Background: an optimization exercise with open tools, aiming at a short achievable clock period and few clock cycles. Do not read the settings as production practice. Where RTL was checked, it was by simulation tests only, not by an equivalence proof against the original. For runs 2 and 3, only the layout was checked, not whether the RTL still works. No driver is modelled on the clock port, so clocking that relies on it looks cheaper here than on a real chip. Power is estimated from default activity; no workload was simulated.

==> design/flow/design.v <==
module rv32i_core (
    input  logic Rst,
    input  logic Clk,
    output logic [31:0] imem_addr,
    input  logic [31:0] imem_rdata,
    output logic        dmem_re,
    output logic        dmem_we,
    output logic [1:0]  dmem_size,
    output logic [31:0] dmem_addr,
    output logic [31:0] dmem_wdata,
    input  logic [31:0] dmem_rdata,
    output logic        retire_valid,
    output logic [31:0] retire_pc,
    output logic        retire_we,
    output logic [4:0]  retire_rd,
    output logic [31:0] retire_wdata
);
    localparam int BN   = 8;             
    localparam int TH   = 15;            
    localparam int TW   = TH - 1;
    localparam int GH   = 15;            
    localparam int LW   = 6;             
    localparam logic [LW-1:0] LMAX = '1;
    logic        stall, redirect;
    logic [31:0] pc_f, pcx_f, ia_f;
    logic        first, firstb;
    logic        v_d;
    logic [31:0] ir_d, pc_d;
    logic        pt_d;
    logic [GH:2] ptgt_d;
    logic [31:0] imm_d, timm_d;
    logic        v_e;
    logic [31:0] pc_e, pc4_e, tgt_e;
    logic [GH:2] ptgt_e;
    logic        pt_e;
    logic [31:0] a_e, b_e, sd_e;
    logic        fa_e, fb_e, fs_e, nf_e;
    logic        fan_e, fbn_e;       
    logic        sub_e, sra_e;
    logic        s_add_e, s_sll_e, s_slt_e, s_sltu_e, s_xor_e, s_srx_e, s_or_e, s_and_e, s_link_e;
    logic        is_br_e, is_jalr_e, is_ld_e, is_st_e, is_ctl_e, we_e;
    logic        c_eq_e, c_lt_e, c_ltu_e, c_inv_e;
    logic        force_tk_e, m_nt_e, sk_e;
    logic [4:0]  rd_e;
    logic [2:0]  f3_e;
    logic        v_m, re_m, st_m, we_m, is_ld_m, upd_m, tk_m, rdr_m, skill_m;
    logic [31:0] pc_m, res_m, reswn_m, addr_m, sd_m, tgt_m, rpn_m, rptn_m;
    logic        jalr_m;
    logic [4:0]  rd_m;
    logic        lb_m, lh_m, ls_m;
    logic [1:0]  sz_m;
    logic        ret_v, ret_we;
    logic [31:0] ret_pc, ret_wd;
    logic [4:0]  ret_rd;
    logic [BN-1:0] btb_v;
    logic [TW-1:0] btb_tag [BN];
    logic [GH:2]   btb_tgt [BN];
    logic [1:0]    btb_ctr [BN];
    logic [LW-1:0] btb_it [BN];
    logic [LW-1:0] btb_trip [BN];
    logic [BN-1:0] btb_cf;
    logic [BN-1:0] btb_p;
    logic [BN-1:0] fm;
    logic          f_hit;
    logic [GH:2]   f_tgt;
    logic [31:0]   pc_f4, pc_next;
    always_comb begin
        f_tgt = '0;
        for (int i = 0; i < BN; i++) begin
            fm[i] = btb_v[i] && (btb_tag[i] == pc_f[TH:2]);
            f_tgt = f_tgt | ({(GH-1){fm[i]}} & btb_tgt[i]);
        end
    end
    assign f_hit = |(fm & btb_p);
    assign pc_f4 = pc_f + 32'd4;
    logic [31:0] pc_slow;
    always_comb begin
        if (rdr_m)      pc_slow = !tk_m ? rpn_m : jalr_m ? ~rptn_m : tgt_m;
        else if (stall) pc_slow = pc_f;
        else if (f_hit) pc_slow = {pc_f[31:GH+1], f_tgt, 2'b00};
        else            pc_slow = pc_f4;
    end
    logic fred_t, fred_n, fred, fr_t, fr_n, takenf;
    logic [31:0] nx_t, nx_n;
    assign nx_t    = fr_t ? tgt_e : pc_slow;
    assign nx_n    = fr_n ? pc4_e : pc_slow;
    assign pc_next = takenf ? nx_t : nx_n;
    always_ff @(posedge Clk or posedge Rst) begin
        if (Rst) first <= 1'b1;
        else     first <= 1'b0;
    end
    always_ff @(posedge Clk or posedge Rst) begin
        if (Rst) firstb <= 1'b0;
        else     firstb <= 1'b1;
    end
    always_ff @(posedge Clk) begin
        ia_f  <= first ? 32'd0 : pc_next;
        pcx_f <= firstb ? pc_next : 32'd0;
    end
    assign pc_f      = pcx_f;
    assign imem_addr = ia_f;
    always_ff @(posedge Clk or posedge Rst) begin
        if (Rst) v_d <= 1'b0;
        else     v_d <= !rdr_m && !fred && !first && (stall ? v_d : 1'b1);
    end
    logic [31:0] pre_imm, pre_timm;
    logic [31:0] q;
    assign q = imem_rdata;
    always_comb begin
        if (q[6:2] == 5'b01000)                            pre_imm = {{20{q[31]}}, q[31:25], q[11:7]};
        else if (q[6:2] == 5'b01101 || q[6:2] == 5'b00101) pre_imm = {q[31:12], 12'b0};
        else                                               pre_imm = {{20{q[31]}}, q[31:20]};
        if (q[6:2] == 5'b11011) pre_timm = {{11{q[31]}}, q[31], q[19:12], q[20], q[30:21], 1'b0};
        else                    pre_timm = {{19{q[31]}}, q[31], q[7], q[30:25], q[11:8], 1'b0};
    end
    always_ff @(posedge Clk) begin
        if (!stall) begin
            ir_d   <= imem_rdata;
            pc_d   <= pc_f;
            pt_d   <= f_hit;
            ptgt_d <= f_tgt;
            imm_d  <= pre_imm;
            timm_d <= pre_timm;
        end
    end
    logic [4:0] op;
    logic [4:0] rd, rs1, rs2;
    logic [2:0] f3;
    logic       i30;
    assign op  = ir_d[6:2];
    assign rd  = ir_d[11:7];
    assign f3  = ir_d[14:12];
    assign rs1 = ir_d[19:15];
    assign rs2 = ir_d[24:20];
    assign i30 = ir_d[30];
    logic is_lui, is_auipc, is_jal, is_jalr, is_br, is_ld, is_st, is_alui, is_alur;
    assign is_lui   = (op == 5'b01101);
    assign is_auipc = (op == 5'b00101);
    assign is_jal   = (op == 5'b11011);
    assign is_jalr  = (op == 5'b11001);
    assign is_br    = (op == 5'b11000);
    assign is_ld    = (op == 5'b00000);
    assign is_st    = (op == 5'b01000);
    assign is_alui  = (op == 5'b00100);
    assign is_alur  = (op == 5'b01100);
    logic writes, use1, use2, use_imm;
    assign writes  = (is_lui | is_auipc | is_jal | is_jalr | is_ld | is_alui | is_alur) && (rd != 5'd0);
    assign use1    = is_jalr | is_br | is_ld | is_st | is_alui | is_alur;
    assign use2    = is_br | is_st | is_alur;
    assign use_imm = ~(is_br | is_alur);
    logic [31:0] imm;
    assign imm = imm_d;
    logic [31:0] rf [32];
    logic [31:0] rv;
    logic [31:0] rf1, rf2, r1, r2;
    assign rf1 = rv[rs1] ? rf[rs1] : 32'd0;
    assign rf2 = rv[rs2] ? rf[rs2] : 32'd0;
    logic [31:0] ld, mv;
    assign mv = is_ld_m ? ld : ~reswn_m;
    always_ff @(posedge Clk) begin
        if (v_m && we_m) rf[rd_m] <= mv;
    end
    always_ff @(posedge Clk or posedge Rst) begin
        if (Rst)              rv <= 32'd0;
        else if (v_m && we_m) rv[rd_m] <= 1'b1;
    end
    logic h1e, h1m, h2e, h2m;
    assign h1e = v_e && !skill_m && we_e && (rd_e == rs1);
    assign h1m = v_m && we_m && (rd_m == rs1);
    assign h2e = v_e && !skill_m && we_e && (rd_e == rs2);
    assign h2m = v_m && we_m && (rd_m == rs2);
    assign r1 = h1m ? mv : rf1;
    assign r2 = h2m ? mv : rf2;
    assign stall = v_d && v_e && is_ld_e && ((use1 && h1e) || (use2 && h2e));
    logic [31:0] tgt_d;
    assign tgt_d  = pc_d + timm_d;
    always_ff @(posedge Clk or posedge Rst) begin
        if (Rst) v_e <= 1'b0;
        else     v_e <= v_d && !stall && !rdr_m && !fred && !fkill;
    end
    always_ff @(posedge Clk) begin
        pc_e   <= pc_d;
        pc4_e  <= pc_d + 32'd4;
        tgt_e  <= tgt_d;
        rd_e   <= rd;
        f3_e   <= f3;
        we_e   <= writes;
        is_br_e   <= is_br;
        is_jalr_e <= is_jalr;
        is_ld_e   <= is_ld;
        is_st_e   <= is_st;
        is_ctl_e  <= is_br | is_jal;
        a_e  <= (use1 && h1e) ? 32'd0 : is_auipc ? pc_d : is_lui ? 32'd0 : r1;
        fa_e <= use1 && h1e;
        fan_e <= !(use1 && h1e);
        nf_e <= !(use1 && h1e) && !(!use_imm && h2e) && !is_jalr;
        b_e  <= use_imm ? imm : h2e ? 32'd0 : r2;
        fb_e <= !use_imm && h2e;
        fbn_e <= !(!use_imm && h2e);
        sd_e <= h2e ? 32'd0 : r2;
        fs_e <= is_st && h2e;
        sub_e    <= (is_alur && f3 == 3'b000 && i30);
        sra_e    <= i30;
        s_add_e  <= !(is_alui | is_alur | is_jal | is_jalr) || ((is_alui | is_alur) && f3 == 3'b000);
        s_sll_e  <= (is_alui | is_alur) && f3 == 3'b001;
        s_slt_e  <= (is_alui | is_alur) && f3 == 3'b010;
        s_sltu_e <= (is_alui | is_alur) && f3 == 3'b011;
        s_xor_e  <= (is_alui | is_alur) && f3 == 3'b100;
        s_srx_e  <= (is_alui | is_alur) && f3 == 3'b101;
        s_or_e   <= (is_alui | is_alur) && f3 == 3'b110;
        s_and_e  <= (is_alui | is_alur) && f3 == 3'b111;
        s_link_e <= is_jal | is_jalr;
        c_eq_e  <= (f3[2] == 1'b0);
        c_lt_e  <= (f3[2:1] == 2'b10);
        c_ltu_e <= (f3[2:1] == 2'b11);
        c_inv_e <= f3[0];
        force_tk_e <= is_jal | is_jalr;
        m_nt_e     <= pt_d;
        sk_e       <= is_br && !pt_d && (timm_d == 32'd8);
        pt_e       <= pt_d && !is_jalr;
        ptgt_e     <= ptgt_d;
    end
    logic [31:0] a, b, sd;
    assign a  = ({32{fa_e}} & res_m) | a_e;
    assign b  = ({32{fb_e}} & res_m) | b_e;
    assign sd = ({32{fs_e}} & res_m) | sd_e;
    logic [32:0] sum33;
    logic [31:0] sum;
    logic [31:0] aa, ba;
    assign aa    = ({32{!fan_e}} & res_m) | a_e;
    assign ba    = ({32{!fbn_e}} & res_m) | b_e;
    assign sum33 = {aa, 1'b1} + {ba ^ {32{sub_e}}, sub_e};
    assign sum   = sum33[32:1];
    logic eqf, ltf, ltuf;
    assign eqf  = (a_e == b_e);
    assign ltf  = ($signed(a_e) < $signed(b_e));
    assign ltuf = (a_e < b_e);
    logic eq10, lt10, ltu10, eq01, lt01, ltu01;
    assign eq10  = (res_m == b_e);
    assign lt10  = ($signed(res_m) < $signed(b_e));
    assign ltu10 = (res_m < b_e);
    assign eq01  = (a_e == res_m);
    assign lt01  = ($signed(a_e) < $signed(res_m));
    assign ltu01 = (a_e < res_m);
    logic c00, c10, c01, c11;
    assign c00 = !fa_e && !fb_e;
    assign c10 =  fa_e && !fb_e;
    assign c01 = !fa_e &&  fb_e;
    assign c11 =  fa_e &&  fb_e;
    logic eq, lt, ltu;
    assign eq  = (c00 & eqf)  | (c10 & eq10)  | (c01 & eq01) | c11;
    assign lt  = (c00 & ltf)  | (c10 & lt10)  | (c01 & lt01);
    assign ltu = (c00 & ltuf) | (c10 & ltu10) | (c01 & ltu01);
    logic [31:0] sll, srx;
    logic [32:0] sr33;
    assign sll  = a << b[4:0];
    assign sr33 = $signed({sra_e & a[31], a}) >>> b[4:0];
    assign srx  = sr33[31:0];
    logic [31:0] alu;
    assign alu = ({32{s_add_e}}  & sum)
               | ({32{s_sll_e}}  & sll)
               | ({32{s_slt_e}}  & {31'd0, lt})
               | ({32{s_sltu_e}} & {31'd0, ltu})
               | ({32{s_xor_e}}  & (a ^ b))
               | ({32{s_srx_e}}  & srx)
               | ({32{s_or_e}}   & (a | b))
               | ({32{s_and_e}}  & (a & b))
               | ({32{s_link_e}} & pc4_e);
    logic taken;
    assign taken = is_br_e ? (((c_eq_e & eq) | (c_lt_e & lt) | (c_ltu_e & ltu)) ^ c_inv_e) : force_tk_e;
    logic ve, skp, tgt_ok, red_t, red_n;
    assign ve       = v_e && !rdr_m && !skill_m;
    assign skp      = sk_e && v_d && !pt_d;
    assign tgt_ok   = pt_e && (tgt_e == {pc_e[31:GH+1], ptgt_e, 2'b00});
    assign red_t    = ve && !tgt_ok && !skp;
    assign red_n    = ve && m_nt_e;
    assign redirect = !nf_e && (taken ? red_t : red_n);
    assign takenf = is_br_e ? (((c_eq_e & eqf) | (c_lt_e & ltf) | (c_ltu_e & ltuf)) ^ c_inv_e) : force_tk_e;
    assign fr_t   = nf_e && red_t;
    assign fr_n   = nf_e && red_n;
    assign fred_t = takenf && fr_t;
    assign fred_n = !takenf && fr_n;
    assign fred   = fred_t || fred_n;
    logic fkill, skill;
    assign fkill  = nf_e && takenf && ve && skp;
    assign skill  = !nf_e && taken && ve && skp;
    always_ff @(posedge Clk or posedge Rst) begin
        if (Rst) begin
            rdr_m <= 1'b0;
            skill_m <= 1'b0;
            v_m   <= 1'b0;
            re_m  <= 1'b0;
            st_m  <= 1'b0;
        end else begin
            rdr_m <= redirect;
            skill_m <= skill;
            v_m   <= ve;
            re_m  <= ve && is_ld_e;
            st_m  <= ve && is_st_e;
        end
    end
    always_ff @(posedge Clk) begin
        jalr_m  <= is_jalr_e;
        rptn_m  <= ~sum;     
        rpn_m   <= pc4_e;
        pc_m    <= pc_e;
        we_m    <= we_e;
        rd_m    <= rd_e;
        lb_m    <= (f3_e[1:0] == 2'b00);
        lh_m    <= (f3_e[1:0] == 2'b01);
        ls_m    <= !f3_e[2];
        sz_m    <= f3_e[1:0];
        is_ld_m <= is_ld_e;
        res_m   <= alu;
        reswn_m <= ~alu;
        addr_m  <= sum;
        sd_m    <= sd;
        tgt_m   <= tgt_e;
        upd_m   <= ve && is_ctl_e;
        tk_m    <= taken;
    end
    assign dmem_re    = re_m;
    assign dmem_we    = st_m;
    assign dmem_size  = sz_m;
    assign dmem_addr  = addr_m;
    assign dmem_wdata = sd_m;
    always_comb begin
        ld[7:0] = dmem_rdata[7:0];
        if (lb_m)      ld[15:8] = {8{dmem_rdata[7] & ls_m}};
        else           ld[15:8] = dmem_rdata[15:8];
        if (lb_m)      ld[31:16] = {16{dmem_rdata[7] & ls_m}};
        else if (lh_m) ld[31:16] = {16{dmem_rdata[15] & ls_m}};
        else           ld[31:16] = dmem_rdata[31:16];
    end
    logic [BN-1:0] mm;
    logic          m_hit;
    always_comb begin
        for (int i = 0; i < BN; i++) mm[i] = btb_v[i] && (btb_tag[i] == pc_m[TH:2]);
    end
    assign m_hit = |mm;
    logic [1:0]    c_old, c_new;
    logic [LW-1:0] it_old, tr_old, it_new, tr_new;
    logic          cf_new;
    logic cf_old;
    always_comb begin
        c_old = '0; it_old = '0; tr_old = '0; cf_old = 1'b0;
        for (int i = 0; i < BN; i++) begin
            c_old  = c_old  | ({2{mm[i]}} & btb_ctr[i]);
            it_old = it_old | ({LW{mm[i]}} & btb_it[i]);
            tr_old = tr_old | ({LW{mm[i]}} & btb_trip[i]);
            cf_old = cf_old | (mm[i] & btb_cf[i]);
        end
    end
    always_comb begin
        if (!m_hit) begin
            c_new  = 2'b10;
            it_new = 1;
            tr_new = '0;
            cf_new = 1'b0;
        end else if (tk_m) begin
            c_new  = (c_old == 2'b11) ? c_old : c_old + 2'b01;
            it_new = (it_old == LMAX) ? it_old : it_old + 1'b1;
            tr_new = tr_old;
            cf_new = cf_old;
        end else begin
            c_new  = (c_old == 2'b00) ? c_old : c_old - 2'b01;
            it_new = '0;
            tr_new = it_old;
            cf_new = (it_old == tr_old) && (it_old != LMAX);
        end
    end
    logic          bw_en, bw_tk, bw_new, bw_cf;
    logic [BN-1:0] bw_sel;
    logic [BN-1:0] rr;              
    logic [1:0]    bw_c;
    logic [LW-1:0] bw_it, bw_tr;
    logic [GH:2]   bw_tgt;
    logic [TW-1:0] bw_tag;
    always_ff @(posedge Clk or posedge Rst) begin
        if (Rst) bw_en <= 1'b0;
        else     bw_en <= upd_m && (m_hit || tk_m);
    end
    always_ff @(posedge Clk) begin
        bw_tk  <= tk_m;
        bw_new <= !m_hit;
        bw_sel <= m_hit ? mm : rr;
        bw_c   <= c_new;
        bw_it  <= it_new;
        bw_tr  <= tr_new;
        bw_cf  <= cf_new;
        bw_tgt <= tgt_m[GH:2];
    end
    always_ff @(posedge Clk) begin
        if (upd_m) bw_tag <= pc_m[TH:2];
    end
    always_ff @(posedge Clk or posedge Rst) begin
        if (Rst) begin
            btb_v <= '0;
            rr    <= 1;
        end else if (bw_en && bw_tk) begin
            btb_v <= btb_v | bw_sel;
            if (bw_new) rr <= {rr[BN-2:0], rr[BN-1]};
        end
    end
    always_ff @(posedge Clk) begin
        for (int i = 0; i < BN; i++) begin
            if (bw_en && bw_sel[i]) begin
                btb_ctr[i]  <= bw_c;
                btb_it[i]   <= bw_it;
                btb_trip[i] <= bw_tr;
                btb_cf[i]   <= bw_cf;
                btb_p[i]    <= bw_c[1] && !(bw_cf && bw_it == bw_tr);
                if (bw_tk)  btb_tgt[i] <= bw_tgt;
                if (bw_new) btb_tag[i] <= bw_tag;
            end
        end
    end
    always_ff @(posedge Clk or posedge Rst) begin
        if (Rst) ret_v <= 1'b0;
        else     ret_v <= v_m;
    end
    always_ff @(posedge Clk) begin
        ret_pc <= pc_m;
        ret_we <= we_m;
        ret_rd <= rd_m;
        ret_wd <= mv;
    end
    assign retire_valid = ret_v;
    assign retire_pc    = ret_pc;
    assign retire_we    = ret_we;
    assign retire_rd    = ret_rd;
    assign retire_wdata = ret_wd;
endmodule
==> design/flow/flow/run.sh <==
#!/bin/bash
set -euo pipefail
export MOVE_PATTERNS='ret_* st_m* re_m* sz_m* sd_m*'
export SPLIT_CLOCK_PORT=Clk
export EXTRA_MARGINS='8.0 8.5 8.5'
bash standard.sh SETUP_SLACK_MARGIN=8.5 TNS_END_PERCENT=100 MATCH_CELL_FOOTPRINT=0 \
  POST_RESIZE_TCL=$PWD/flow/post_rsz.tcl POST_CTS_TCL=$PWD/flow/post_cts_c.tcl \
  POST_GLOBAL_ROUTE_TCL=$PWD/flow/post_grt_c.tcl \
  finish > standard_flow.log 2>&1
==> design/flow/flow/post_cts_c.tcl <==
# Split the clock tree's root buffer in two: a second root buffer, also
# driven by the clock port, takes over the half of the root's loads that lie
# on one side; each root is placed at the centre of its loads.
set block [ord::get_db_block]
set db [ord::get_db]
set cport $::env(SPLIT_CLOCK_PORT)
set cnet [$block findNet $cport]
set root ""
foreach it [$cnet getITerms] {
  if {[$it isInputSignal]} { set root [$it getInst] }
}
set rnet [[$root findITerm X] getNet]
set loads {}
foreach it [$rnet getITerms] {
  if {[$it isInputSignal]} {
    lassign [[$it getInst] getLocation] x y
    lappend loads [list $it $x $y]
  }
}
set n [llength $loads]
# split along the longer side of the loads' bounding box, at the median
set xs [lsort -integer [lmap l $loads {lindex $l 1}]]
set ys [lsort -integer [lmap l $loads {lindex $l 2}]]
set dx [expr {[lindex $xs end] - [lindex $xs 0]}]
set dy [expr {[lindex $ys end] - [lindex $ys 0]}]
set k [expr {$dx >= $dy ? 1 : 2}]
set sorted [lsort -integer -index $k $loads]
set half [expr {$n / 2}]
set g1 [lrange $sorted 0 [expr {$half - 1}]]
set g2 [lrange $sorted $half end]
set master [$db findMaster [[$root getMaster] getName]]
set root2 [odb::dbInst_create $block $master "[$root getName]_b"]
set net2 [odb::dbNet_create $block "[$rnet getName]_b"]
$net2 setSigType CLOCK
[$root2 findITerm A] connect $cnet
[$root2 findITerm X] connect $net2
foreach l $g2 { set it [lindex $l 0]; $it disconnect; $it connect $net2 }
proc centre {g} {
  set sx 0; set sy 0
  foreach l $g { set sx [expr {$sx + [lindex $l 1]}]; set sy [expr {$sy + [lindex $l 2]}] }
  list [expr {$sx / [llength $g]}] [expr {$sy / [llength $g]}]
}
lassign [centre $g1] x1 y1
lassign [centre $g2] x2 y2
$root setLocation $x1 $y1
$root2 setLocation $x2 $y2
$root2 setPlacementStatus PLACED
puts "split_root: [$root getName] keeps [llength $g1] loads, [$root2 getName] takes [llength $g2]"
detailed_placement
estimate_parasitics -placement

# Remove buffers (named rebuffer*) in the middle of chains: fed by another
# such buffer of single fanout, and driving a single load themselves.  Such
# chains only add delay.
proc clean_buffer_chains {} {
  set removed {}
  foreach inst [get_cells rebuffer*] {
    set inpin [get_pins -of_objects $inst -filter "direction == input"]
    if {[llength $inpin] != 1} { continue }
    set innet [get_nets -of_objects $inpin]
    if {[llength [get_pins -of_objects $innet]] != 2} { continue }
    set drv [get_pins -of_objects $innet -filter "direction == output"]
    if {[llength $drv] != 1} { continue }
    set dcell [get_cells -of_objects $drv]
    if {![string match rebuffer* [get_full_name $dcell]]} { continue }
    set outpin [get_pins -of_objects $inst -filter "direction == output"]
    set outnet [get_nets -of_objects $outpin]
    if {[llength [get_pins -of_objects $outnet]] != 2} { continue }
    lappend removed $inst
  }
  puts "clean_buffer_chains: removing [llength $removed] buffers"
  if {[llength $removed]} { remove_buffers {*}[lmap i $removed {get_full_name $i}] }
}

# More rounds of setup repair after clock tree synthesis, aiming at rising
# margins, then the buffer chains they left are removed.
foreach m $::env(EXTRA_MARGINS) {
  repair_timing -setup -setup_margin $m -repair_tns 100 -verbose
  detailed_placement
  estimate_parasitics -placement
}
clean_buffer_chains
repair_design_helper
repair_timing -setup -setup_margin $::env(SETUP_SLACK_MARGIN) -sequence "sizeup,swap" -repair_tns 100
detailed_placement
estimate_parasitics -placement
report_worst_slack -max
==> design/flow/flow/post_grt_c.tcl <==
# Remove buffers (named rebuffer*) in the middle of chains: fed by another
# such buffer of single fanout, and driving a single load themselves.  Such
# chains only add delay.
proc clean_buffer_chains {} {
  set removed {}
  foreach inst [get_cells rebuffer*] {
    set inpin [get_pins -of_objects $inst -filter "direction == input"]
    if {[llength $inpin] != 1} { continue }
    set innet [get_nets -of_objects $inpin]
    if {[llength [get_pins -of_objects $innet]] != 2} { continue }
    set drv [get_pins -of_objects $innet -filter "direction == output"]
    if {[llength $drv] != 1} { continue }
    set dcell [get_cells -of_objects $drv]
    if {![string match rebuffer* [get_full_name $dcell]]} { continue }
    set outpin [get_pins -of_objects $inst -filter "direction == output"]
    set outnet [get_nets -of_objects $outpin]
    if {[llength [get_pins -of_objects $outnet]] != 2} { continue }
    lappend removed $inst
  }
  puts "clean_buffer_chains: removing [llength $removed] buffers"
  if {[llength $removed]} { remove_buffers {*}[lmap i $removed {get_full_name $i}] }
}

# After the timing repair with global-route parasitics: remove the buffer
# chains it left, repair slew and capacitance, size cells up for setup, and
# write the route guides again.
global_route -start_incremental
clean_buffer_chains
repair_design_helper
repair_timing -setup -setup_margin $::env(SETUP_SLACK_MARGIN) -sequence "sizeup,swap" -repair_tns 100
detailed_placement
global_route -end_incremental
estimate_parasitics -global_routing
report_worst_slack -max
write_guides $::env(RESULTS_DIR)/route.guide
==> design/flow/flow/post_rsz.tcl <==
# Move each flip-flop that drives only an output port's buffer, and whose name
# matches one of MOVE_PATTERNS, next to that buffer (detailed placement then
# legalizes it).
set block [ord::get_db_block]
set moved 0
foreach port [get_ports -filter "direction == output"] {
  set pnet [get_nets [get_full_name $port]]
  foreach drv [get_pins -of_objects $pnet -filter "direction == output"] {
    set buf [get_cells -of_objects $drv]
    set bin [get_pins -of_objects $buf -filter "direction == input"]
    set inet [get_nets -of_objects $bin]
    if {[llength [get_pins -of_objects $inet]] != 2} { continue }
    foreach d2 [get_pins -of_objects $inet -filter "direction == output"] {
      set ff [get_cells -of_objects $d2]
      if {[llength [get_pins -of_objects $ff -filter "name == CLK"]] != 1} { continue }
      set name [get_full_name $ff]
      set hit 0
      foreach pat $::env(MOVE_PATTERNS) { if {[string match $pat $name]} { set hit 1 } }
      if {!$hit} { continue }
      set bi [sta::sta_to_db_inst $buf]
      set fi [sta::sta_to_db_inst $ff]
      lassign [$bi getLocation] x y
      $fi setLocation $x $y
      incr moved
    }
  }
}
puts "post_rsz: moved $moved output flip-flops next to their port buffers"
estimate_parasitics -placement
==> design/flow/standard.sh <==
#!/bin/bash
# synth_recipe.tcl (not shown) runs the flow's synth.tcl, then flattens the netlist and writes it again
# the make line also repeats each setting of config.mk as NAME=value (left out here)
make -C /OpenROAD-flow-scripts/flow DESIGN_CONFIG=/design/flow/config.mk WORK_HOME=/design/flow/orfs CLKGATE_MAP_FILE= SYNTH_SCRIPT=/design/flow/synth_recipe.tcl "${@:-finish}"
==> design/flow/config.mk <==
export PLATFORM = sky130hd
export DESIGN_NAME = rv32i_core
export DESIGN_NICKNAME = rv32i_core
export VERILOG_FILES = /design/flow/design.v
export SDC_FILE = /design/flow/constraint.sdc
export NUM_CORES = 8
export LEC_CHECK = 0
export ABC_CLOCK_PERIOD_IN_PS = 3500
export CAP_MARGIN = 30
export CORE_MARGIN = 2
export CORE_UTILIZATION = 40
export GPL_TIMING_DRIVEN = 1
export SLEW_MARGIN = 20
==> design/flow/constraint.sdc <==
create_clock -name core_clock -period 12.0 [get_ports {Clk}]
set_input_delay 2.4000 -clock core_clock [delete_from_list [all_inputs] [get_ports {Clk}]]
set_output_delay 2.4000 -clock core_clock [all_outputs]
set_load 0.01 [all_outputs]
==> reports/qor_table.md, run 1 <==
| Metric | Reported | Unit |
|---|---|---|
| Startpoint of the worst register-to-register path | b_e[20]$_DFF_P_ | - |
| Switching share of power | 27.3 | % |
| Clock slew seen by the registers of the worst setup and hold paths | 60 | ps |
| Global route overflow | 0 | - |
| WL final | 363,000 | um |
| Via count of the routed design | 68,800 | - |
| Worst-Skew Late Latency | 770 | ps |
| Register bit total from synthesis | 2,261 | - |
| Y dimension of the die | 510 | um |
| Post-synth top flop | edfxtp_1 | - |
| Cells traversed along the worst timing path | inv_1, ha_1, nand3_1, nor4_4, buf_4, buf_4, and4_4, a31o_2, or3_4, and3_4, buf_12, a21o_4, clkbuf_16, o31ai_4, buf_6, nor2b_4 | - |
| Total routing resource utilization after global routing | 27.0 | % |
| Area enclosed by the die boundary | 260,000 | um2 |
| Fraction of final layout cells sized beyond drive strength 1 | 30.2 | % |
| Total negative slack | 0 | ps |
| Remaining antenna violation count | 0 | - |
| Worst setup EP type | flip-flop | - |
| Worst Path Class, Setup | reg -> reg | - |
| Half-perimeter wire length after detailed placement | 228,000 | um |
| Routed wire length per instance | 32.4 | um |
| Share of power burned in the clock network | 38.1 | % |
| Die width | 510 | um |
| Fin Hold WS | 324 | ps |
| Non-Filler Instances | 11,200 | - |
| Vias per inst | 6.15 | - |
| Cell Rows | 185 | - |
| Most common library cell in the layout ignoring fill and taps | edfxtp_1 | - |
| Syn Inst Count | 7,141 | - |
| Proportion of synthesized flip-flops having asynchronous set or reset | 2.61 | % |
| TritonRoute pass-1 iters | 8 | - |
| Shortest period the worst path allows | 3660 | ps |
| Worst reg-to-reg path cell count | 16 | - |
| Layout-stage area growth over the synthesis result | 20.7 | % |
| Max VDD drop | 0.128 | mV |
| Endpoints failing hold | 0 | - |
| DR iter-0 viols | 8,732 | - |
| Number of synthesized flops with an enable pin | 1,511 | - |
| Net Count, Synth | 7,438 | - |
| Setup skew after layout | 75.0 | ps |
| GP Congestion | 1.01 | - |
| Logic gate share of total power | 14.8 | % |
| Register share of total power | 47.1 | % |
| Leakage power | 44.1 | nW |
| Syn Area/Cell | 14.3 | um2 |
| CTS tree | done | - |
| Worst reg2reg path endpoint | ia_f[2]$_SDFF_PP0_ | - |
| Arrival time of data at the critical path endpoint | 4330 | ps |
| Minimum setup slack after placement | 6750 | ps |
| Most frequent cells in the layout | 1,511 x edfxtp_1, 665 x mux4_2, 497 x dfxtp_1 | - |
| Critical-path maximum fanout | 8 | - |
| CP most frequent cell | buf_4 | - |
| Boundary pin count | 237 | - |
| Switching pwr | 5.40 | mW |
| Count of placed standard cells including taps | 10,500 | - |
| Sequential share of the synthesized area | 59.3 | % |
| Register-to-register setup slack | 8340 | ps |
| Slowest stage cell, crit path | dfxtp_1 | - |
| Final Max Slew Viols | 0 | - |
| Pin count of the biggest net entering global routing | 66 | - |
| Max-slew headroom at the worst pin | 31.5 | % |
| Count of cells along the worst hold path | 0 | - |
| Power per cell area | 160 | nW/um2 |
| Type of the most critical hold path | reg -> reg | - |
| Number of distinct library cell variants in the gate-level netlist after synthesis | 100 | - |
| Worst Slack Setup Final | 8340 | ps |
| Endpoint of the worst hold path | pc_m[5]$_DFF_P_ | - |
| Number of max-capacitance violations reported | 0 | - |
| Total setup violations reported at the end of the flow | 0 | - |
| Number of I/O port buffers | 234 | - |
| Launch point of the critical path | b_e[20]$_DFF_P_ | - |
| Category of the worst setup path launch point | flip-flop | - |
| Final cycle utilization of the critical path | 30.5 | % |
| Cell Int Power | 14.4 | mW |
| Status | no timing/DRC/antenna violations | - |
| First-pass GRT wire length | 500,000 | um |
| WP data required | 12,680 | ps |
| Net count of the finished layout | 7,861 | - |
| Initial standard-cell utilization of the core | 40.3 | % |
| Initial antenna violation count | 67 | - |
| Remaining routing DRC violations | 0 | - |
| Number of sinks handled by clock tree synthesis | 2,261 | - |
| Hold path startpoint | pc_e[5]$_DFF_P_ | - |
| Critical Path Max Stage Delay | 430 | ps |
| Vias in the first global route | 66,700 | - |
| Tot Pwr | 19.8 | mW |
| Core footprint | 254,000 | um2 |
| Transition time at the pin with the least slew margin | 1020 | ps |
| Highest clock rate | 0.274 | GHz |
| Combined area of all synthesized cells | 102,000 | um2 |
| Synth warnings | 6 | - |
==> state kept, by name, summed over array words and instances (netlist names), 32 cells and up, named ones only <==
| register | cells |
|---|---|
| rptn_m | 32 |
| btb_tgt | 112 |
| btb_tag | 112 |
| btb_it | 48 |
| ret_wd | 32 |
| tgt_e | 32 |
| pc_d | 32 |
| rf | 1024 |
| addr_m | 32 |
| a_e | 32 |
| sd_e | 32 |
| ret_pc | 32 |
| pcx_f | 32 |
| res_m | 32 |
| reswn_m | 32 |
| sd_m | 32 |
| rpn_m | 32 |
| ia_f | 32 |
| rv | 32 |
| btb_trip | 48 |
| b_e | 32 |
==> area by class of cell, without the clock buffers <==
| type | instances | area, um2 |
|---|---|---|
| inverters | 268 | 1280 |
| repair inverters | 9 | 57.6 |
| multi-input cells | 4205 | 42900 |
| flip-flops and latches | 2261 | 61000 |
| repair buffers | 584 | 5910 |
| clock inverters | 126 | 1470 |
| well taps | 3366 | 4210 |
| plain buffers | 1 | 25.0 |
| diodes | 48 | 120 |
| fillers | 21300 | 131000 |
==> worst max path at each step <==
stage / to / depth (start not counted) / slack (ps)
final: ia_f[2]$_SDFF_PP0_ / 16 / 8340
after detailed placement: b_e[26]$_DFF_P_ / 7 / 6750
after global placement: a_e[10]$_SDFF_PP0_ / 8 / 6890
after floorplan: ia_f[2]$_SDFF_PP0_ / 11 / 8260
==> worst max-delay path, delay by kind of cell (launching register included) <==
family,cells,cell delay [ps]
and+or+nand+nor,6,1160
buffers and inverters,6,940
AOI/OAI and AO/OA,3,730
DFF,1,430
adders and majority gates,1,300
==> routing by layer <==
metal	share of wire [%]	up-vias	routed length, um	global-route usage, %
met5	0.0047	-	17	0
met4	5.9	2	21400	14.7
met3	8.6	748	31300	4.40
met2	46	3626	169000	42.4
met1	39	35800	142000	35.9
li1	-	28600	-	-
==> stage by stage <==
step,util [%],area (um2)
2_1_floorplan,-,103000
3_3_place_gp,42.9,109000
3_5_place_dp,43.1,110000
6_report,48.6,124000
==> power by group through the flow <==
stage               sequential, mW  clock, mW  combinational, mW
floorplan                     9.23          0               1.39
global placement              9.43          0               2.30
detailed placement            9.40          0               2.39
finish                        9.32       7.55               2.93
==> Yosys cell counts, drive strengths merged (10+ instances only) <==
master,number,share of area (%)
a211o,11,0.094
a211oi,50,0.37
a21o,168,1.2
a21oi,329,1.6
a221o,11,0.11
a221oi,54,0.47
a22o,32,0.27
a22oi,91,0.67
a31oi,12,0.073
a32oi,23,0.20
and2,67,0.41
and3,58,0.35
buf,132,0.54
clkbuf,290,1.1
dfrtp,57,1.4
dfxtp,691,14
edfxtp,1511,44
ha,230,2.8
inv,266,0.98
mux2,36,0.40
mux2i,147,1.4
mux4,665,15
nand2,403,1.5
nand2b,40,0.24
nand3,110,0.54
nand4,121,0.75
nor2,332,1.2
nor2b,55,0.34
nor3,94,0.46
nor3b,20,0.15
nor4,61,0.48
o2111ai,14,0.12
o211ai,45,0.33
o21a,15,0.11
o21ai,204,1.0
o21bai,13,0.095
o2bb2ai,18,0.15
o31a,10,0.086
o31ai,67,0.50
or2,15,0.092
or3,21,0.13
or3b,20,0.17
xnor2,361,3.1
xor2,69,0.59
==> logic make-up (layout without fill, tap and decap cells) <==
family | Yosys count | after routing | share of synthesized area, %
AO/OA/AOI/OAI | 1236 | 1250 | 8.14
XOR/XNOR | 430 | 430 | 3.68
adder cells (fa/ha/maj) | 232 | 232 | 2.84
buffers and inverters | 690 | 1307 | 2.59
flip-flops | 2261 | 2261 | 59.3
multiplexers | 848 | 848 | 16.5
other | 2 | 50 | 0.00733
AND/OR/NAND/NOR | 1442 | 1443 | 7.02
Testbench counts, summed over its fixed seeds: cycles 838,294.
==> inputs of run 2 (changes only) <==
--- a/design/flow/design.v
+++ b/design/flow/design.v
@@ -34,6 +34,7 @@
     logic [GH:2] ptgt_e;
     logic        pt_e;
     logic [31:0] a_e, b_e, sd_e;
+    logic [31:0] acn_e, bcn_e;       
     logic        fa_e, fb_e, fs_e, nf_e;
     logic        fan_e, fbn_e;       
     logic        sub_e, sra_e;
@@ -191,10 +192,12 @@
         is_st_e   <= is_st;
         is_ctl_e  <= is_br | is_jal;
         a_e  <= (use1 && h1e) ? 32'd0 : is_auipc ? pc_d : is_lui ? 32'd0 : r1;
+        acn_e <= ~((use1 && h1e) ? 32'd0 : is_auipc ? pc_d : is_lui ? 32'd0 : r1);
         fa_e <= use1 && h1e;
         fan_e <= !(use1 && h1e);
         nf_e <= !(use1 && h1e) && !(!use_imm && h2e) && !is_jalr;
         b_e  <= use_imm ? imm : h2e ? 32'd0 : r2;
+        bcn_e <= ~(use_imm ? imm : h2e ? 32'd0 : r2);
         fb_e <= !use_imm && h2e;
         fbn_e <= !(!use_imm && h2e);
         sd_e <= h2e ? 32'd0 : r2;
@@ -232,16 +235,19 @@
     assign sum33 = {aa, 1'b1} + {ba ^ {32{sub_e}}, sub_e};
     assign sum   = sum33[32:1];
     logic eqf, ltf, ltuf;
-    assign eqf  = (a_e == b_e);
-    assign ltf  = ($signed(a_e) < $signed(b_e));
-    assign ltuf = (a_e < b_e);
+    logic [31:0] ac, bc;
+    assign ac   = ~acn_e;
+    assign bc   = ~bcn_e;
+    assign eqf  = (ac == bc);
+    assign ltf  = ($signed(ac) < $signed(bc));
+    assign ltuf = (ac < bc);
     logic eq10, lt10, ltu10, eq01, lt01, ltu01;
-    assign eq10  = (res_m == b_e);
-    assign lt10  = ($signed(res_m) < $signed(b_e));
-    assign ltu10 = (res_m < b_e);
-    assign eq01  = (a_e == res_m);
-    assign lt01  = ($signed(a_e) < $signed(res_m));
-    assign ltu01 = (a_e < res_m);
+    assign eq10  = (res_m == bc);
+    assign lt10  = ($signed(res_m) < $signed(bc));
+    assign ltu10 = (res_m < bc);
+    assign eq01  = (ac == res_m);
+    assign lt01  = ($signed(ac) < $signed(res_m));
+    assign ltu01 = (ac < res_m);
     logic c00, c10, c01, c11;
     assign c00 = !fa_e && !fb_e;
     assign c10 =  fa_e && !fb_e;
==> reports/qor_table.md, run 2 <==
| Metric | Reported | Unit |
|---|---|---|
| Routed wire length per instance | 32.3 | um |
| Pin count of the biggest net entering global routing | 69 | - |
| Vias per inst | 6.09 | - |
| Post-synth top area cell | edfxtp_1 | - |
| Fin Hold WS | 312 | ps |
| Core footprint | 257,000 | um2 |
| Endpoints failing hold | 0 | - |
| Synth warnings | 6 | - |
| Final Max Slew Viols | 0 | - |
| Met2 wire len | 171,000 | um |
| Wire length on met3 | 32,700 | um |
| Non-Filler Instances | 11,300 | - |
| Top cell type's share of synthesized area | 43.7 | % |
| Worst setup EP type | flip-flop | - |
| Cell Area, Placed | 111,000 | um2 |
| Count of cells along the worst hold path | 0 | - |
| Register bit total from synthesis | 2,325 | - |
| Highest Signal Layer | met5 | - |
| Total negative slack | 0 | ps |
| Critical-path maximum fanout | 7 | - |
| GP Congestion | 0.949 | - |
| Via count of the routed design | 69,100 | - |
| Number of sinks handled by clock tree synthesis | 2,325 | - |
| Type of the most critical hold path | reg -> reg | - |
| Die width | 513 | um |
| Syn Inst Count | 7,243 | - |
| Most instantiated cells after synthesis | 1,511 x edfxtp_1, 755 x dfxtp_1, 662 x mux4_2 | - |
| Y dimension of the die | 513 | um |
| Endpoint of the worst hold path | pc_m[14]$_DFF_P_ | - |
| Category of the worst setup path launch point | flip-flop | - |
| Leakage power | 45.8 | nW |
| Hold path startpoint | pc_e[14]$_DFF_P_ | - |
| Initial antenna violation count | 44 | - |
| Setup skew after layout | 91.9 | ps |
| Boundary pin count | 237 | - |
| Register with the most flip-flops | rf | - |
| Max reg flops | 1,024 | - |
| Most frequent cells in the layout | 1,511 x edfxtp_1, 662 x mux4_2, 582 x dfxtp_1 | - |
| Count of placed standard cells including taps | 10,600 | - |
| Most common library cell in the layout ignoring fill and taps | edfxtp_1 | - |
| TritonRoute pass-1 iters | 7 | - |
| Worst reg-to-reg path cell count | 14 | - |
| Total routing resource utilization after global routing | 27.1 | % |
| Dominant cells by area after synthesis | edfxtp_1 44%, dfxtp_1 15%, mux4_2 14% | - |
| Area enclosed by the die boundary | 264,000 | um2 |
| Net Count, Synth | 7,539 | - |
| Max VDD drop | 0.156 | mV |
| Status | no timing/DRC/antenna violations | - |
| Proportion of synthesized flip-flops having asynchronous set or reset | 2.54 | % |
| WL final | 367,000 | um |
| Number of distinct library cell variants in the gate-level netlist after synthesis | 83 | - |
| Number of I/O port buffers | 234 | - |
| Worst reg2reg path endpoint | pcx_f[11]$_SDFF_PN0_ | - |
| Tot Pwr | 20.3 | mW |
| Global route overflow | 0 | - |
| Transition time at the pin with the least slew margin | 1070 | ps |
| Half-perimeter wire length after detailed placement | 231,000 | um |
| Startpoint of the worst register-to-register path | acn_e[3]$_DFF_P_ | - |
| Arrival time of data at the critical path endpoint | 4490 | ps |
| Max-slew headroom at the worst pin | 28.2 | % |
| Most repeated cell in the gate-level netlist after synthesis | edfxtp_1 | - |
| Initial standard-cell utilization of the core | 40.3 | % |
| Worst-Skew Late Latency | 770 | ps |
| Highest clock rate | 0.263 | GHz |
| Fraction of final layout cells sized beyond drive strength 1 | 30.3 | % |
| Layout-stage area growth over the synthesis result | 21.5 | % |
| First-pass GRT wire length | 510,000 | um |
| Remaining antenna violation count | 0 | - |
| Final cycle utilization of the critical path | 31.7 | % |
| Finished Cell Area | 126,000 | um2 |
| Total setup violations reported at the end of the flow | 0 | - |
| Syn Area/Cell | 14.3 | um2 |
| Metal1 wirelength | 142,000 | um |
| Sequential share of the synthesized area | 59.7 | % |
| Net count of the finished layout | 8,023 | - |
| Clock slew seen by the registers of the worst setup and hold paths | 60 | ps |
| DR iter-0 viols | 7,910 | - |
| Cell Rows | 186 | - |
| Combined area of all synthesized cells | 104,000 | um2 |
| Post-synth top flop | edfxtp_1 | - |
| Worst Path Class, Setup | reg -> reg | - |
| WP data required | 12,690 | ps |
| Layout filler cell count | 21,600 | - |
| Number of synthesized flops with an enable pin | 1,511 | - |
| Vias in the first global route | 68,000 | - |
| Power per cell area | 161 | nW/um2 |
| Registers with the most flip-flops | rf: 1024 flops, btb_tag: 112 flops, btb_tgt: 112 flops | - |
| Shortest period the worst path allows | 3810 | ps |
| CTS tree | done | - |
| Remaining routing DRC violations | 0 | - |
| Register-to-register setup slack | 8190 | ps |
| Number of max-capacitance violations reported | 0 | - |
run 2: cell types whose count changed after synthesis, moves of 33 or more:
cell,previous run,this run
inv_1,263,341
dfxtp_1,691,755
nand2_1,403,340
o31ai_1,66,10
nor2_1,332,297
mux2i_1,147,180
run 2: worst max-delay path by stage:
stage | startpoint | to | depth (start not counted)
3_3_place_gp | dmem_rdata[7] | a_e[31]$_DFF_P_ | 9
3_5_place_dp | dmem_rdata[7] | a_e[31]$_DFF_P_ | 9
6_report | acn_e[3]$_DFF_P_ | pcx_f[11]$_SDFF_PN0_ | 14
2_1_floorplan | dmem_rdata[7] | acn_e[14]$_DFF_P_ | 8
run 2: cell families (layout without fill, tap and decap cells):
family / after synthesis / count (layout) / synth area share (%)
AND/OR/NAND/NOR: 1393 / 1394 / 6.71
multiplexers: 878 / 878 / 16.5
XOR/XNOR: 429 / 429 / 3.62
AO/OA/AOI/OAI: 1226 / 1243 / 7.85
adder cells (fa/ha/maj): 231 / 231 / 2.79
flip-flops: 2325 / 2325 / 59.7
buffers and inverters: 759 / 1436 / 2.81
other: 2 / 21 / 0.00724
run 2: layout make-up, without the clock buffers:
cell class | instances | area (um2) | area share (%)
Sequential cell | 2325 | 62300 | 49.4
Multi-Input combinational cell | 4177 | 43100 | 34.2
Timing Repair Buffer | 639 | 6560 | 5.20
Tap cell | 3384 | 4230 | 3.36
Clock inverter | 125 | 1600 | 1.27
Inverter | 343 | 1450 | 1.15
Antenna cell | 19 | 47.5 | 0.0377
Buffer | 1 | 25.0 | 0.0199
Timing Repair inverter | 3 | 22.5 | 0.0179
run 2: per-stage QoR:
step | utilization (%) | worst slack (ps)
floorplan | - | 8340
global placement | 43.1 | 6580
detailed placement | 43.2 | 6570
finish | 49.0 | 8190
run 2: critical path: stages (launching register included):
cell       delay (ps)
dfxtp_2           320
inv_2              70
ha_4              200
and2_4            130
o311a_1           350
o41a_1            520
buf_4             180
o211a_1           220
or4_4             470
and3_4            210
buf_12            140
a21o_4            260
clkbuf_16         200
o31a_1            350
nor2b_1           120
run 2: layer usage:
layer | GRT usage [%] | vias to the layer above
met3 | 4.79 | 819
met1 | 35.6 | 35600
li1 | - | 28900
met2 | 43.1 | 3734
met5 | 0 | -
met4 | 13.6 | 6
run 2: power by group:
part	total (mW)	switching (mW)	leakage (nW)	internal, mW
Sequential	9.53	0.423	21.2	9.11
Combinational	2.95	1.76	20.5	1.19
Clock	7.83	3.31	4.08	4.53
==> inputs of run 3 (changes only) <==
--- a/design/flow/design.v
+++ b/design/flow/design.v
@@ -34,9 +34,6 @@
     logic [GH:2] ptgt_e;
     logic        pt_e;
     logic [31:0] a_e, b_e, sd_e;
-    logic [31:0] acn_e, bcn_e;       
-    logic        fa_e, fb_e, fs_e, nf_e;
-    logic        fan_e, fbn_e;       
     logic        sub_e, sra_e;
     logic        s_add_e, s_sll_e, s_slt_e, s_sltu_e, s_xor_e, s_srx_e, s_or_e, s_and_e, s_link_e;
     logic        is_br_e, is_jalr_e, is_ld_e, is_st_e, is_ctl_e, we_e;
@@ -44,8 +41,9 @@
     logic        force_tk_e, m_nt_e, sk_e;
     logic [4:0]  rd_e;
     logic [2:0]  f3_e;
-    logic        v_m, re_m, st_m, we_m, is_ld_m, upd_m, tk_m, rdr_m, skill_m;
-    logic [31:0] pc_m, res_m, reswn_m, addr_m, sd_m, tgt_m, rpn_m, rptn_m;
+    logic [31:0] alu;
+    logic        v_m, re_m, st_m, we_m, is_ld_m, upd_m, tk_m, rdr_m;
+    logic [31:0] pc_m, res_m, addr_m, sd_m, tgt_m, rpn_m, rptn_m;
     logic        jalr_m;
     logic [4:0]  rd_m;
     logic        lb_m, lh_m, ls_m;
@@ -81,11 +79,12 @@
         else if (f_hit) pc_slow = {pc_f[31:GH+1], f_tgt, 2'b00};
         else            pc_slow = pc_f4;
     end
-    logic fred_t, fred_n, fred, fr_t, fr_n, takenf;
-    logic [31:0] nx_t, nx_n;
-    assign nx_t    = fr_t ? tgt_e : pc_slow;
-    assign nx_n    = fr_n ? pc4_e : pc_slow;
-    assign pc_next = takenf ? nx_t : nx_n;
+    logic fred_t, fred_n, fred;
+    always_comb begin
+        if (fred_t)      pc_next = tgt_e;
+        else if (fred_n) pc_next = pc4_e;
+        else             pc_next = pc_slow;
+    end
     always_ff @(posedge Clk or posedge Rst) begin
         if (Rst) first <= 1'b1;
         else     first <= 1'b0;
@@ -157,7 +156,7 @@
     assign rf1 = rv[rs1] ? rf[rs1] : 32'd0;
     assign rf2 = rv[rs2] ? rf[rs2] : 32'd0;
     logic [31:0] ld, mv;
-    assign mv = is_ld_m ? ld : ~reswn_m;
+    assign mv = is_ld_m ? ld : res_m;
     always_ff @(posedge Clk) begin
         if (v_m && we_m) rf[rd_m] <= mv;
     end
@@ -166,9 +165,9 @@
         else if (v_m && we_m) rv[rd_m] <= 1'b1;
     end
     logic h1e, h1m, h2e, h2m;
-    assign h1e = v_e && !skill_m && we_e && (rd_e == rs1);
+    assign h1e = v_e && we_e && (rd_e == rs1);
     assign h1m = v_m && we_m && (rd_m == rs1);
-    assign h2e = v_e && !skill_m && we_e && (rd_e == rs2);
+    assign h2e = v_e && we_e && (rd_e == rs2);
     assign h2m = v_m && we_m && (rd_m == rs2);
     assign r1 = h1m ? mv : rf1;
     assign r2 = h2m ? mv : rf2;
@@ -191,17 +190,9 @@
         is_ld_e   <= is_ld;
         is_st_e   <= is_st;
         is_ctl_e  <= is_br | is_jal;
-        a_e  <= (use1 && h1e) ? 32'd0 : is_auipc ? pc_d : is_lui ? 32'd0 : r1;
-        acn_e <= ~((use1 && h1e) ? 32'd0 : is_auipc ? pc_d : is_lui ? 32'd0 : r1);
-        fa_e <= use1 && h1e;
-        fan_e <= !(use1 && h1e);
-        nf_e <= !(use1 && h1e) && !(!use_imm && h2e) && !is_jalr;
-        b_e  <= use_imm ? imm : h2e ? 32'd0 : r2;
-        bcn_e <= ~(use_imm ? imm : h2e ? 32'd0 : r2);
-        fb_e <= !use_imm && h2e;
-        fbn_e <= !(!use_imm && h2e);
-        sd_e <= h2e ? 32'd0 : r2;
-        fs_e <= is_st && h2e;
+        a_e  <= (use1 && h1e) ? alu : is_auipc ? pc_d : is_lui ? 32'd0 : r1;
+        b_e  <= use_imm ? imm : h2e ? alu : r2;
+        sd_e <= h2e ? alu : r2;
         sub_e    <= (is_alur && f3 == 3'b000 && i30);
         sra_e    <= i30;
         s_add_e  <= !(is_alui | is_alur | is_jal | is_jalr) || ((is_alui | is_alur) && f3 == 3'b000);
@@ -224,45 +215,22 @@
         ptgt_e     <= ptgt_d;
     end
     logic [31:0] a, b, sd;
-    assign a  = ({32{fa_e}} & res_m) | a_e;
-    assign b  = ({32{fb_e}} & res_m) | b_e;
-    assign sd = ({32{fs_e}} & res_m) | sd_e;
+    assign a  = a_e;
+    assign b  = b_e;
+    assign sd = sd_e;
     logic [32:0] sum33;
     logic [31:0] sum;
-    logic [31:0] aa, ba;
-    assign aa    = ({32{!fan_e}} & res_m) | a_e;
-    assign ba    = ({32{!fbn_e}} & res_m) | b_e;
-    assign sum33 = {aa, 1'b1} + {ba ^ {32{sub_e}}, sub_e};
+    assign sum33 = {a, 1'b1} + {b ^ {32{sub_e}}, sub_e};
     assign sum   = sum33[32:1];
-    logic eqf, ltf, ltuf;
-    logic [31:0] ac, bc;
-    assign ac   = ~acn_e;
-    assign bc   = ~bcn_e;
-    assign eqf  = (ac == bc);
-    assign ltf  = ($signed(ac) < $signed(bc));
-    assign ltuf = (ac < bc);
-    logic eq10, lt10, ltu10, eq01, lt01, ltu01;
-    assign eq10  = (res_m == bc);
-    assign lt10  = ($signed(res_m) < $signed(bc));
-    assign ltu10 = (res_m < bc);
-    assign eq01  = (ac == res_m);
-    assign lt01  = ($signed(ac) < $signed(res_m));
-    assign ltu01 = (ac < res_m);
-    logic c00, c10, c01, c11;
-    assign c00 = !fa_e && !fb_e;
-    assign c10 =  fa_e && !fb_e;
-    assign c01 = !fa_e &&  fb_e;
-    assign c11 =  fa_e &&  fb_e;
     logic eq, lt, ltu;
-    assign eq  = (c00 & eqf)  | (c10 & eq10)  | (c01 & eq01) | c11;
-    assign lt  = (c00 & ltf)  | (c10 & lt10)  | (c01 & lt01);
-    assign ltu = (c00 & ltuf) | (c10 & ltu10) | (c01 & ltu01);
+    assign eq  = (a == b);
+    assign lt  = ($signed(a) < $signed(b));
+    assign ltu = (a < b);
     logic [31:0] sll, srx;
     logic [32:0] sr33;
     assign sll  = a << b[4:0];
     assign sr33 = $signed({sra_e & a[31], a}) >>> b[4:0];
     assign srx  = sr33[31:0];
-    logic [31:0] alu;
     assign alu = ({32{s_add_e}}  & sum)
                | ({32{s_sll_e}}  & sll)
                | ({32{s_slt_e}}  & {31'd0, lt})
@@ -275,31 +243,25 @@
     logic taken;
     assign taken = is_br_e ? (((c_eq_e & eq) | (c_lt_e & lt) | (c_ltu_e & ltu)) ^ c_inv_e) : force_tk_e;
     logic ve, skp, tgt_ok, red_t, red_n;
-    assign ve       = v_e && !rdr_m && !skill_m;
+    assign ve       = v_e && !rdr_m;
     assign skp      = sk_e && v_d && !pt_d;
     assign tgt_ok   = pt_e && (tgt_e == {pc_e[31:GH+1], ptgt_e, 2'b00});
     assign red_t    = ve && !tgt_ok && !skp;
     assign red_n    = ve && m_nt_e;
-    assign redirect = !nf_e && (taken ? red_t : red_n);
-    assign takenf = is_br_e ? (((c_eq_e & eqf) | (c_lt_e & ltf) | (c_ltu_e & ltuf)) ^ c_inv_e) : force_tk_e;
-    assign fr_t   = nf_e && red_t;
-    assign fr_n   = nf_e && red_n;
-    assign fred_t = takenf && fr_t;
-    assign fred_n = !takenf && fr_n;
+    assign redirect = is_jalr_e && red_t;
+    assign fred_t = !is_jalr_e && taken && red_t;
+    assign fred_n = !is_jalr_e && !taken && red_n;
     assign fred   = fred_t || fred_n;
-    logic fkill, skill;
-    assign fkill  = nf_e && takenf && ve && skp;
-    assign skill  = !nf_e && taken && ve && skp;
+    logic fkill;
+    assign fkill  = taken && ve && skp;
     always_ff @(posedge Clk or posedge Rst) begin
         if (Rst) begin
             rdr_m <= 1'b0;
-            skill_m <= 1'b0;
             v_m   <= 1'b0;
             re_m  <= 1'b0;
             st_m  <= 1'b0;
         end else begin
             rdr_m <= redirect;
-            skill_m <= skill;
             v_m   <= ve;
             re_m  <= ve && is_ld_e;
             st_m  <= ve && is_st_e;
@@ -318,7 +280,6 @@
         sz_m    <= f3_e[1:0];
         is_ld_m <= is_ld_e;
         res_m   <= alu;
-        reswn_m <= ~alu;
         addr_m  <= sum;
         sd_m    <= sd;
         tgt_m   <= tgt_e;
==> reports/qor_table.md, run 3 <==
| Metric | Reported | Unit |
|---|---|---|
| Core footprint | 248,000 | um2 |
| DR iter-0 viols | 7,992 | - |
| Most common library cell in the layout ignoring fill and taps | edfxtp_1 | - |
| Power per cell area | 158 | nW/um2 |
| Worst Path Class, Setup | reg -> reg | - |
| Total routing resource utilization after global routing | 28.0 | % |
| Leakage power | 42.3 | nW |
| Syn Area/Cell | 15.1 | um2 |
| Layout-stage area growth over the synthesis result | 21.6 | % |
| Initial standard-cell utilization of the core | 40.1 | % |
| Total negative slack | 0 | ps |
| Routed wire length per instance | 34.0 | um |
| Half-perimeter wire length after detailed placement | 215,000 | um |
| Number of distinct library cell variants in the gate-level netlist after synthesis | 94 | - |
| Highest clock rate | 0.268 | GHz |
| Boundary pin count | 237 | - |
| Max reg flops | 1,024 | - |
| First-pass GRT wire length | 499,000 | um |
| Final Max Slew Viols | 0 | - |
| Utilization after layout | 48.8 | % |
| Clock slew seen by the registers of the worst setup and hold paths | 60 | ps |
| Transition time at the pin with the least slew margin | 1120 | ps |
| Synth warnings | 6 | - |
| Max VDD drop | 0.143 | mV |
| Area enclosed by the die boundary | 253,000 | um2 |
| Remaining antenna violation count | 0 | - |
| Slowest stage cell, crit path | a221o_2 | - |
| Cells traversed along the worst timing path | buf_12, buf_12, xor2_1, ha_1, inv_2, o22ai_4, o41a_1, o31ai_4, buf_6, buf_6, nand2_4, o21ba_4, xor2_4, a221o_2, a2bb2oi_2, mux2_4 | - |
| Most instantiated cells after synthesis | 1,511 x edfxtp_1, 720 x mux4_2, 653 x dfxtp_1 | - |
| Number of sinks handled by clock tree synthesis | 2,222 | - |
| WP data required | 12,580 | ps |
| Register bit total from synthesis | 2,222 | - |
| Sequential share of the synthesized area | 60.1 | % |
| TritonRoute pass-1 iters | 6 | - |
| Post-synth top flop | edfxtp_1 | - |
| Number of I/O port buffers | 234 | - |
| Highest Signal Layer | met5 | - |
| Initial antenna violation count | 41 | - |
| Max-slew headroom at the worst pin | 25.4 | % |
| Wire length on met3 | 36,000 | um |
| Net count of the finished layout | 7,367 | - |
| Worst-Skew Late Latency | 770 | ps |
| GP Congestion | 0.962 | - |
| Fin Hold WS | 289 | ps |
| Y dimension of the die | 503 | um |
| Status | no timing/DRC/antenna violations | - |
| WL final | 363,000 | um |
| Type of the most critical hold path | reg -> reg | - |
| Pin count of the biggest net entering global routing | 77 | - |
| Syn Inst Count | 6,605 | - |
| Total buffers and inverters traversed by the critical path | 5 | - |
| Final cycle utilization of the critical path | 31.1 | % |
| Crit-path leading delay family | compound AO/OA/AOI/OAI gates | - |
| Worst setup EP type | flip-flop | - |
| Dominant cells by area after synthesis | edfxtp_1 46%, mux4_2 16%, dfxtp_1 13% | - |
| Number of max-capacitance violations reported | 0 | - |
| Non-Filler Instances | 10,700 | - |
| Count of placed standard cells including taps | 9,935 | - |
| Metal1 wirelength | 137,000 | um |
| Most repeated cell in the gate-level netlist after synthesis | edfxtp_1 | - |
| Die width | 503 | um |
| Met2 wire len | 170,000 | um |
| Vias per inst | 6.19 | - |
| Most frequent cells in the layout | 1,511 x edfxtp_1, 720 x mux4_2, 485 x dfxtp_1 | - |
| Proportion of synthesized flip-flops having asynchronous set or reset | 2.61 | % |
| Fraction of final layout cells sized beyond drive strength 1 | 33.6 | % |
| Combined area of all synthesized cells | 99,600 | um2 |
| Total setup violations reported at the end of the flow | 0 | - |
| Register with the most flip-flops | rf | - |
| Arrival time of data at the critical path endpoint | 4310 | ps |
| Vias in the first global route | 64,500 | - |
| Remaining routing DRC violations | 0 | - |
| Registers with the most flip-flops | rf: 1024 flops, btb_tag: 112 flops, btb_tgt: 112 flops | - |
| Global route overflow | 0 | - |
| Setup skew after layout | 78.2 | ps |
| Category of the worst setup path launch point | flip-flop | - |
| Via count of the routed design | 66,100 | - |
| Critical-path maximum fanout | 8 | - |
| Number of synthesized flops with an enable pin | 1,511 | - |
| CTS tree | done | - |
| Net Count, Synth | 6,837 | - |
| Shortest period the worst path allows | 3730 | ps |
| Top cell type's share of synthesized area | 45.6 | % |
| Critical Path Max Stage Delay | 450 | ps |
| Cell Rows | 183 | - |
| Post-synth top area cell | edfxtp_1 | - |
| Endpoints failing hold | 0 | - |
==> run 3: changes by cell type in the layout (fill, tap and decap cells not counted), moves of 36 or more <==
cell | previous run | this run
mux4_2 | 662 | 720
nor3_1 | 116 | 41
nand2_1 | 328 | 292
a21o_1 | 180 | 55
ha_1 | 182 | 134
dfxtp_1 | 582 | 485
mux2_2 | 34 | 79
nor2_1 | 241 | 278
inv_1 | 305 | 207
a21oi_1 | 220 | 165
==> run 3: cell type report, without the clock buffers <==
cell class / instances / area (um2)
antenna: 21 / 52.6
buffer: 1 / 25.0
clock inverter: 119 / 1430
fill: 21000 / 127000
inverter: 223 / 877
multi-input combinational: 3791 / 41100
sequential: 2222 / 60200
tap: 3330 / 4170
timing repair buffer: 667 / 6710
timing repair inverter: 1 / 8.76
==> run 3: worst register-to-register path, cell delays in order (launching register included) <==
cell	delay [ps]
dfxtp_4	360
buf_12	140
buf_12	150
xor2_1	150
ha_1	360
inv_2	100
o22ai_4	70
o41a_1	390
o31ai_4	250
buf_6	160
buf_6	110
nand2_4	40
o21ba_4	220
xor2_4	170
a221o_2	450
a2bb2oi_2	180
mux2_4	280
==> run 3: worst paths after layout <==
path / from / endpoint / slack (ps) / cells past startpoint
min in group asynchronous: Rst / btb_v[1]$_DFFE_PP0P_ / 2050 / 3
min: pc_e[5]$_DFF_P_ / pc_m[5]$_DFF_P_ / 290 / 0
max reg2reg: sub_e$_DFF_P_ / b_e[23]$_DFF_P_ / 8270 / 16
min reg2reg: pc_e[5]$_DFF_P_ / pc_m[5]$_DFF_P_ / 290 / 0
max: sub_e$_DFF_P_ / b_e[23]$_DFF_P_ / 8270 / 16
max in group asynchronous: Rst / first$_DFF_PP1_ / 9300 / 4
==> run 3: per-layer routing <==
layer	vias up	GRT usage, %
met5	-	0
met4	10	14.0
met3	794	5.92
met2	3867	44.6
met1	34500	36.4
li1	27000	-
==> run 3: kinds of logic after synthesis <==
group                      Yosys count  synth area share (%)
and+or+nand+nor                   1228                  6.08
xor gates and xnor gates           418                  3.68
other                                2               0.00754
DFF                               2222                  60.1
buffers and inverters              627                  2.50
muxes                              952                  18.7
AOI/OAI and AO/OA                  989                  6.75
adders and majority gates          167                  2.10
==> run 3: report_power, final <==
group          leakage, nW  internal (mW)  switching (mW)
Sequential            20.3           8.71           0.355
Clock                 3.89           4.28            3.17
Combinational         18.1           1.08            1.59
Total                 42.3           14.1            5.11
==> run 3: per-stage QoR <==
step | cell area, um2 | setup WS (ps) | total power [mW]
floorplan | 100000 | 8290 | 10.3
global placement | 107000 | 6690 | 11.3
finish | 121000 | 8270 | 19.2
detailed placement | 107000 | 6660 | 11.3

==> re-timing with driven ports <==
How much do the figures lean on ideal ports? The routed layouts below were timed once more, with nothing changed but the port constraints. Step 1 (the two cells are an assumption about what drives the block):
set clk [get_ports {Clk}]
set_driving_cell -lib_cell sky130_fd_sc_hd__clkbuf_16 $clk
set_driving_cell -lib_cell sky130_fd_sc_hd__buf_2 [delete_from_list [all_inputs] $clk]
Step 2 adds t to the input delays and takes it off the output delays; t is the mean of the earliest and latest rising clock arrival at the registers after step 1. Input paths then give back, and output paths get back, about the clock's delay inside the block. a / b / c = ideal / step 1 / step 2; a / b = the first two.
| run | shift t [ns] | setup slack, ns | hold slack, ns |
|---|---|---|---|
| run 1 | 0.865 | 8.345 / 8.210 / 7.669 | 0.324 / 0.324 / 0.324 |
| run 2 | 0.853 | 8.193 / 8.193 / 7.650 | 0.312 / 0.312 / 0.312 |
| run 3 | 0.859 | 8.268 / 8.214 / 7.597 | 0.289 / 0.289 / 0.289 |
After both steps every run listed still meets setup and hold. The setup slack of run 1, which loses most, moves by -0.135 ns with the drivers and by -0.676 ns with both steps.
